This design comes from an exercise in tuning for small area on the open sky130 flow, not from production work.
No functional check of the RTL was part of this run.
Power is estimated from default activity; no workload was simulated.

File: flow/constraint.sdc
create_clock -name core_clock -period 10.0 [get_ports {clk}]
set_input_delay 2.0000 -clock core_clock [delete_from_list [all_inputs] [get_ports {clk}]]
set_output_delay 2.0000 -clock core_clock [all_outputs]
set_load 0.01 [all_outputs]
File: flow/design.v
module Clockslow(
    input clk,
    input rst,
    output tick
    );
    reg [15:0] num;
    assign tick = (num == 16'h348B);
    wire fb = num[15] ^ num[11] ^ num[2] ^ num[0] ^ tick;
    always @(posedge clk or posedge rst)
        if (rst) num <= 16'h6916;
        else     num <= {num[14:0], fb};
endmodule
module debouncer(
    input btn,
    input clk,
    input rst,
    input en,
    output wire btnsig
    );
    reg q0, q1, q2;
    always @(posedge clk or posedge rst)
        if (rst) begin
            q0 <= 1'b0; q1 <= 1'b0; q2 <= 1'b0;
        end else if (en) begin
            q0 <= btn; q1 <= q0; q2 <= q1;
        end
    assign btnsig = q2;
endmodule
module vga_controller(
    input clk_100MHz,
    input reset,
    output video_on,
    output hsync,
    output vsync,
    output [9:0] x,
    output [9:0] y
    );
    reg [9:0] h, v;
    reg hold;
    wire hend = h[9] & h[8] & h[4] & h[3] & h[2] & h[1] & h[0];
    wire vend = v[9] & v[3] & v[2];
    reg [9:0] hinc, vinc;
    integer i;
    reg c;
    always @(*) begin
        c = ~hold;
        for (i = 0; i < 10; i = i + 1) begin hinc[i] = h[i] ^ c; c = c & h[i]; end
        c = 1'b1;
        for (i = 0; i < 10; i = i + 1) begin vinc[i] = v[i] ^ c; c = c & v[i]; end
    end
    always @(posedge clk_100MHz or posedge reset)
        if (reset) begin
            h <= 0; v <= 0; hold <= 1'b1;
        end else begin
            hold <= 1'b0;
            h <= hend ? 10'd0 : hinc;
            if (hend) v <= vend ? 10'd0 : vinc;
        end
    wire h0 = (h == 10'd0);
    assign hsync = h[9] & ~h[8] & ((h[7:0] >= 8'd145) & (h[7:0] <= 8'd240));
    assign vsync = v[9] & ~v[3] & ~v[2] & (h0 ? v[1] : (v[1] ^ v[0]));
    assign video_on = ~(h[9] & (h[8] | h[7])) & ~v[9] & ~(v[8] & v[7] & v[6] & v[5]);
    assign x = h;
    assign y = v;
endmodule
module displaycontrol(
input clk_100MHz,
input btnL,
input btnR,
input rst,
input video_on,
input [9:0] x,
input [9:0] y,
output [11:0] rgb
);
    function le10(input [9:0] a, input [9:0] b);
        integer i;
        reg r;
        begin
            r = 1'b1;
            for (i = 0; i < 10; i = i + 1) r = a[i] ? (b[i] & r) : (b[i] | r);
            le10 = r;
        end
    endfunction
    function [9:0] add10(input [9:0] a, input [9:0] k);
        integer i;
        reg c;
        begin
            c = 1'b0;
            for (i = 0; i < 10; i = i + 1) begin
                add10[i] = a[i] ^ k[i] ^ c;
                c = (a[i] & k[i]) | (c & (a[i] ^ k[i]));
            end
        end
    endfunction
    function [9:0] step10(input [9:0] q, input dn, input en);
        integer i;
        reg t;
        begin
            t = en;
            for (i = 0; i < 10; i = i + 1) begin
                step10[i] = q[i] ^ t;
                t = t & (q[i] ^ dn);
            end
        end
    endfunction
    wire x0 = (x == 10'd0);
    wire refresh_tick = x0 && ((y == 10'd488) || (y[9:3] == 7'b0111100 && y[2:0] != 3'b000));
    reg [8:0] pad_hi;       
    reg pad_lo;             
    reg [6:0] gk7;          
    reg gk_direction;
    reg [9:0] ball_left;
    reg [8:0] ball_top;     
    reg h_ball, v_ball;
    wire [9:0] pad_left = {pad_hi, pad_lo};
    wire [9:0] gk_left = {3'b010, gk7};
    wire [9:0] bt = {1'b0, ball_top};
    wire [9:0] ball_r = add10(ball_left, 10'd12);
    wire [9:0] ball_b = add10(bt, 10'd12);
    wire [9:0] pad_r = add10(pad_left, 10'd100);
    wire [9:0] gk_r = {3'b010, gk7 + 7'd30};
    wire ball_x = le10(x, ball_r) && le10(ball_left, x);
    wire gk_x = le10(x, gk_r) && le10(gk_left, x);
    wire pad_x = le10(x, pad_r) && le10(pad_left, x);
    wire wall_on = le10(y, 10'd45) && (le10(x, 10'd259) || le10(10'd379, x));
    wire ball_on = le10(y, ball_b) && le10(bt, y) && ball_x;
    wire gk_on = le10(y, 10'd70) && le10(10'd40, y) && gk_x;
    wire pad_on = le10(y, 10'd410) && le10(10'd400, y) && pad_x;
    wire c_white = video_on & (ball_on | (~wall_on & ~gk_on & pad_on));
    wire c_grey  = video_on & ~ball_on & wall_on;
    wire c_blue  = video_on & ~ball_on & ~wall_on & gk_on;
    wire c_green = video_on & ~ball_on & ~wall_on & ~gk_on & ~pad_on;
    reg q_white, q_grey, q_blue, q_green;
    reg ov_gk, ov_pad;
    always @(posedge clk_100MHz) begin
        q_white <= c_white; q_grey <= c_grey; q_blue <= c_blue; q_green <= c_green;
        ov_gk <= ~x0 & (ov_gk | (ball_x & gk_x));
        ov_pad <= ~x0 & (ov_pad | (ball_x & pad_x));
    end
    assign rgb[11] = q_white;
    assign rgb[10] = q_white | q_grey;
    assign rgb[9]  = q_white | q_blue;
    assign rgb[8]  = q_white;
    assign rgb[7]  = q_white | q_green;
    assign rgb[6]  = q_white | q_grey | q_green;
    assign rgb[5]  = q_white | q_blue | q_green;
    assign rgb[4]  = q_white;
    assign rgb[3]  = q_white | q_blue;
    assign rgb[2]  = q_white | q_grey | q_blue;
    assign rgb[1]  = q_white | q_blue;
    assign rgb[0]  = q_white | q_blue | q_green;
    wire pad_max = pad_hi[8] & pad_hi[3] & pad_hi[2] & pad_hi[0];   
    wire pad_min = (pad_hi == 9'd0);
    wire pad_up = btnR & ~pad_max;
    wire pad_dn = ~btnR & btnL & ~pad_min;
    wire gk_at_left = (gk7[6:2] == 5'd0);                             
    wire gk_at_right = gk7[6] & gk7[4] & gk7[3] & gk7[2] & gk7[0];    
    wire gk_dir_new = gk_direction ? ~gk_at_left : gk_at_right;
    wire wall_hit = le10(bt, 10'd45) && (le10(ball_left, 10'd259) || le10(10'd379, ball_r));
    wire gk_hit = le10(bt, 10'd70) && le10(10'd40, ball_b) && ov_gk;
    wire pad_hit = le10(10'd400, ball_b) && le10(bt, 10'd410) && ov_pad;
    wire pad_hleft = le10(ball_left, add10(pad_left, 10'd44));
    reg h_ball_new, v_ball_new;
    always @(*) begin
        h_ball_new = h_ball;
        v_ball_new = v_ball;
        if (wall_hit) v_ball_new = 1'b0;
        if (ball_left == 10'd0) h_ball_new = 1'b0;
        if (le10(10'd639, ball_r)) h_ball_new = 1'b1;
        if (gk_hit) v_ball_new = 1'b0;
        if (pad_hit) begin
            v_ball_new = 1'b1;
            h_ball_new = pad_hleft;
        end
    end
    wire out = v_ball ? (ball_top[8:2] == 7'd0)                                            
                      : (ball_top[8] & ball_top[7] & ball_top[6] & ball_top[4] & ball_top[3] & ball_top[2]);  
    wire [9:0] pad_next = step10({1'b0, pad_hi}, pad_dn, pad_up | pad_dn);
    wire [9:0] gk_next = step10({3'b000, gk7}, gk_dir_new, 1'b1);
    wire [9:0] bl_next = step10(ball_left, h_ball, 1'b1);
    wire [9:0] bt_next = add10(bt, v_ball ? 10'h3FD : 10'h003);
    always @(posedge clk_100MHz or posedge rst)
        if (rst) begin
            pad_hi <= 9'd134;
            pad_lo <= 1'b1;
            gk7 <= 7'd48;
            gk_direction <= 1'b0;
            ball_left <= 10'd319;
            ball_top <= 9'd239;
            h_ball <= 1'b1;
            v_ball <= 1'b1;
        end else if (refresh_tick) begin
            pad_hi <= pad_next[8:0];
            if (btnR & pad_max) pad_lo <= 1'b1;
            else if (~btnR & btnL & pad_min) pad_lo <= 1'b0;
            gk_direction <= gk_dir_new;
            gk7 <= gk_next[6:0];
            if (out) begin
                ball_left <= 10'd319;
                ball_top <= 9'd239;
                h_ball <= ~h_ball_new;
                v_ball <= 1'b0;
            end else begin
                ball_left <= bl_next;
                ball_top <= bt_next[8:0];
                h_ball <= h_ball_new;
                v_ball <= v_ball_new;
            end
        end
endmodule
`timescale 1ns / 1ps
module top(
input btnL,
input btnR,
input rst,
input clk,
output [11:0] rgb,
output hsync,
output vsync
    );
wire btnLsig, btnRsig;
wire [9:0] x_out, y_out;
wire slow_tick, vid_on;
Clockslow cs(.clk(clk), .rst(rst), .tick(slow_tick));
vga_controller vgacon(
    .clk_100MHz(clk), .reset(rst), .video_on(vid_on),
    .hsync(hsync), .vsync(vsync), .x(x_out), .y(y_out));
debouncer d1(.btn(btnL), .clk(clk), .rst(rst), .en(slow_tick), .btnsig(btnLsig));
debouncer d0(.btn(btnR), .clk(clk), .rst(rst), .en(slow_tick), .btnsig(btnRsig));
displaycontrol dc(
    .clk_100MHz(clk), .btnL(btnLsig), .btnR(btnRsig), .rst(rst),
    .video_on(vid_on), .x(x_out), .y(y_out), .rgb(rgb));
endmodule
File: flow/config.mk
export PLATFORM = sky130hd
export DESIGN_NAME = top
export DESIGN_NICKNAME = top
export VERILOG_FILES = /design/flow/design.v
export SDC_FILE = /design/flow/constraint.sdc
export NUM_CORES = 4
export LEC_CHECK = 0
export CAP_MARGIN = 20
export CORE_MARGIN = 2
export CORE_UTILIZATION = 40
export SLEW_MARGIN = 20
File: flow/run.sh
#!/bin/bash
# synth_recipe.tcl (not shown) runs the flow's synth.tcl, then flattens the netlist and writes it again
# the make line also repeats each setting of config.mk as NAME=value (left out here)
make -C /OpenROAD-flow-scripts/flow DESIGN_CONFIG=/design/flow/config.mk WORK_HOME=/design/flow/orfs CLKGATE_MAP_FILE= SYNTH_SCRIPT=/design/flow/synth_recipe.tcl finish
==> summary.txt <==
outcome = no timing/DRC/antenna violations
# DRC = 0
I/O Buffers = 17
register area share after synthesis = 34.55%
first-pass GRT wire length = 25,660 µm
Final Skew = 0.008369 ns
maximum fanout along the worst path = 12
IO Count = 18
Iteration-0 DRC Markers = 391
GP Congestion = 0.8959
Slew Limit Fails = 0
initial core utilization = 40.56%
total track usage = 19.04%
NumNets Final = 770
Fill cells = 1,548
Async SR Flop Fraction = 93.18%
library cells used by synthesis = 81
remaining antenna violation count = 0
Syn Area/Cell = 8.798 µm²
worst vdd ir = 84.45 µV
cell taking the most area after synthesis = dfrtp_1
CTS Buffer Depth = 2
Setup Buffers After CTS = 0
hold_ws = 0.3670 ns
clock latency on the worst-skew pair = 0.35 ns
Post-Syn Area = 6396 µm²
crit path time final = 4.527 ns
most numerous cell in the Yosys netlist = inv_1
Sequential Area = 2210 µm²
Root Driver = clkbuf_16
final setup TNS = 0 ns
CTS tree = yes
FP Rows = 46
share of layout cells above drive strength 1 = 10.45%
Die Ht = 130.5 µm
core area = 15,770 µm²
Area contributors post-synth = dfrtp_1 20%, dfstp_2 12%, ha_1 9.0%
Final period util = 45.27%
EDFF count, synth = 0
leakage power = 2.892 nW
dpl ws = 5.591 ns
dpl hpwl = 11,090 µm
flops & latches, synth = 88
final hold violation count = 0
PnR worst setup slack = 5.473 ns
drt wl/cell = 16.26 µm
unrepaired setup endpoints after global routing = false
detailed-route via count = 5,231
Syn Nets = 784
Core Util, Final = 43.69%
hold_buf cts = 0
power per cell area = 140.6 nW/µm²
H-Tree Depth = 3
Synth top cells by count = 62 x inv_1, 57 x nand2_1, 52 x dfrtp_1, 52 x nor2_1, 46 x ha_1
Sink Count = 88
Antenna diodes = 0
chip width = 130.5 µm
initial antenna violation count = 0
Worst EP arrival = 2.53 ns
Slew headroom = 50.67%
Routed WL = 15,190 µm
Synth-to-Final Area Change = 7.727%
die area = 17,020 µm²
Mapped Cells = 727
WP data required = 8.00 ns
vias in the first global route = 5,121
Crit Path Class = reg -> out
total CTS buffers = 9
total grt overflow = 0
post-synth top area share = 20.34%
Crit. End Element = primary output
largest net degree at the start of global routing = 83
startpoint types = flop
top_reg_cell synth = dfrtp_1
setup violators final = 0
cells resized by post-CTS repair = 0
vias per cell = 5.601
clk slew on worst S/H paths = 0.07 ns
Pre-antenna DRT Iters = 5
Max Clock Freq = 0.2209 GHz
Synth Warn # = 4
Max Cap Viol = 0
worst slew pin tran = 0.7399 ns
area of the multi-input gates = 3680 µm²
Min-Delay Path Class = reg -> reg
-- per-layer routing --
metal / vias to the layer above / global-route usage [%] / share of wire (%)
li1: 2549 / - / -
met1: 2531 / 25.03 / 46
met2: 127 / 32.03 / 48
met3: 24 / 3.094 / 4.1
met4: 0 / 6.696 / 2.3
met5: - / 0 / 0
-- registers in the layout (all words and copies together), names as in the netlist, 7 cells and up --
register / count
cs.num: 16
dc.ball_left: 10
vgacon.h: 10
vgacon.v: 10
dc.ball_top: 9
dc.pad_hi: 9
dc.gk7: 7
-- final cells by class --
cell class,count,area share [%]
Clock buffer,9,3.269
Inverter,64,3.505
Tap cell,216,3.922
Clock inverter,7,0.9806
Timing Repair Buffer,20,2.851
Multi-Input combinational cell,530,53.40
Sequential cell,88,32.07
-- logic make-up (layout without fill, tap and decap cells) --
kind of cell | count (synthesis) | in the layout | share of synthesized area [%]
mux | 8 | 8 | 1.369
fa+ha+maj | 65 | 65 | 13.13
simple gates | 243 | 243 | 19.50
buf+inv | 109 | 100 | 7.922
xor+xnor | 37 | 37 | 5.066
flops | 88 | 88 | 34.55
compound gates | 176 | 176 | 18.41
other cells | 1 | 1 | 0.05863
-- per-stage QoR --
stage | instances | power [mW] | area (µm²)
after global placement | 918 | 0.6337 | 6594
final | 934 | 0.9688 | 6890
after floorplan | 727 | 0.5704 | 6396
after CTS | 934 | 0.9804 | 6887
after detailed placement | 918 | 0.6400 | 6594
after global routing | 934 | 1.020 | 6890
-- final timing paths --
path	from	to	slack, ns	cells past startpoint
max reg2reg	dc.v_ball$_DFFE_PP1P_	dc.ball_top[8]$_DFFE_PP0P_	5.58	15
min	cs.num[13]$_DFF_PP1_	cs.num[14]$_DFF_PP1_	0.37	0
min reg2reg	cs.num[13]$_DFF_PP1_	cs.num[14]$_DFF_PP1_	0.37	0
min in group asynchronous	rst	cs.num[0]$_DFF_PP0_	2.17	3
max in group asynchronous	rst	vgacon.h[8]$_DFF_PP0_	7.33	3
max	vgacon.h[7]$_DFF_PP0_	vsync	5.47	5
-- cells in the final DEF (no fill, tap or decap), types with 4 or more instances in the layout --
cell type / synthesis / final
nor3b_1: 4 / 4
dfrtp_1: 52 / 52
mux2_2: 6 / 6
ha_1: 46 / 46
nor2b_1: 11 / 11
nor3_1: 14 / 14
clkdlybuf4s50_1: 0 / 17
o221ai_1: 8 / 8
dfstp_2: 30 / 30
xnor2_1: 31 / 31
nand3_1: 28 / 28
a22oi_1: 6 / 6
and2_1: 11 / 11
and3_1: 4 / 4
fa_1: 7 / 7
o22ai_1: 10 / 10
a211oi_1: 10 / 10
nand4_1: 11 / 11
a221oi_1: 7 / 7
nor4_1: 12 / 12
inv_1: 62 / 61
a21oi_1: 37 / 37
xor2_1: 6 / 6
o21ai_0: 45 / 45
or2_2: 4 / 4
o31ai_1: 5 / 5
nor2_1: 52 / 52
or3_1: 8 / 8
a21o_1: 4 / 4
dfxtp_1: 6 / 6
nand2b_1: 8 / 8
nand2_1: 57 / 57
clkbuf_16: 0 / 9
a31oi_1: 4 / 4
maj3_1: 9 / 9
-- report_power, final --
part           switching (mW)  total, mW  internal [mW]  leakage, nW
Combinational           0.103      0.209          0.106         1.68
Clock                   0.158      0.334          0.176        0.142
Sequential             0.0511      0.426          0.375         1.07
Total                   0.312      0.969          0.657         2.89
-- worst max-delay path, cell delays in order (launching register included) --
cell	delay, ns
dfrtp_1	0.52
nor4_1	0.36
and3_1	0.34
mux2i_1	0.11
nor4_1	0.25
clkdlybuf4s50_1	0.60

## port drivers added, routing unchanged
How much do the figures lean on ideal ports? The routed layout below was timed once more, with nothing changed but the port constraints.
Step 1: set_driving_cell puts a clkbuf_16 on clk and a buf_2 on each other input, an assumption about the parent block.
Step 2 moves the port delays by t, midway between the first and last clock arrival at a register: inputs arrive t later, outputs are due t later. That takes back most of the time a late clock gives input paths.
Three values: ideal ports, drivers, drivers and shift; two values: the first two.
t, ns: 0.389
slack for setup (ns): 5.473 / 5.434 / 5.579
latest minus earliest clock arrival (ns): 0.008 / 0.009
worst register clock-pin slew, ns: 0.07 / 0.07
After both steps setup and hold are still met in this run. For this run, drivers alone change the setup slack by -0.039 ns; drivers and shift together by +0.106 ns.
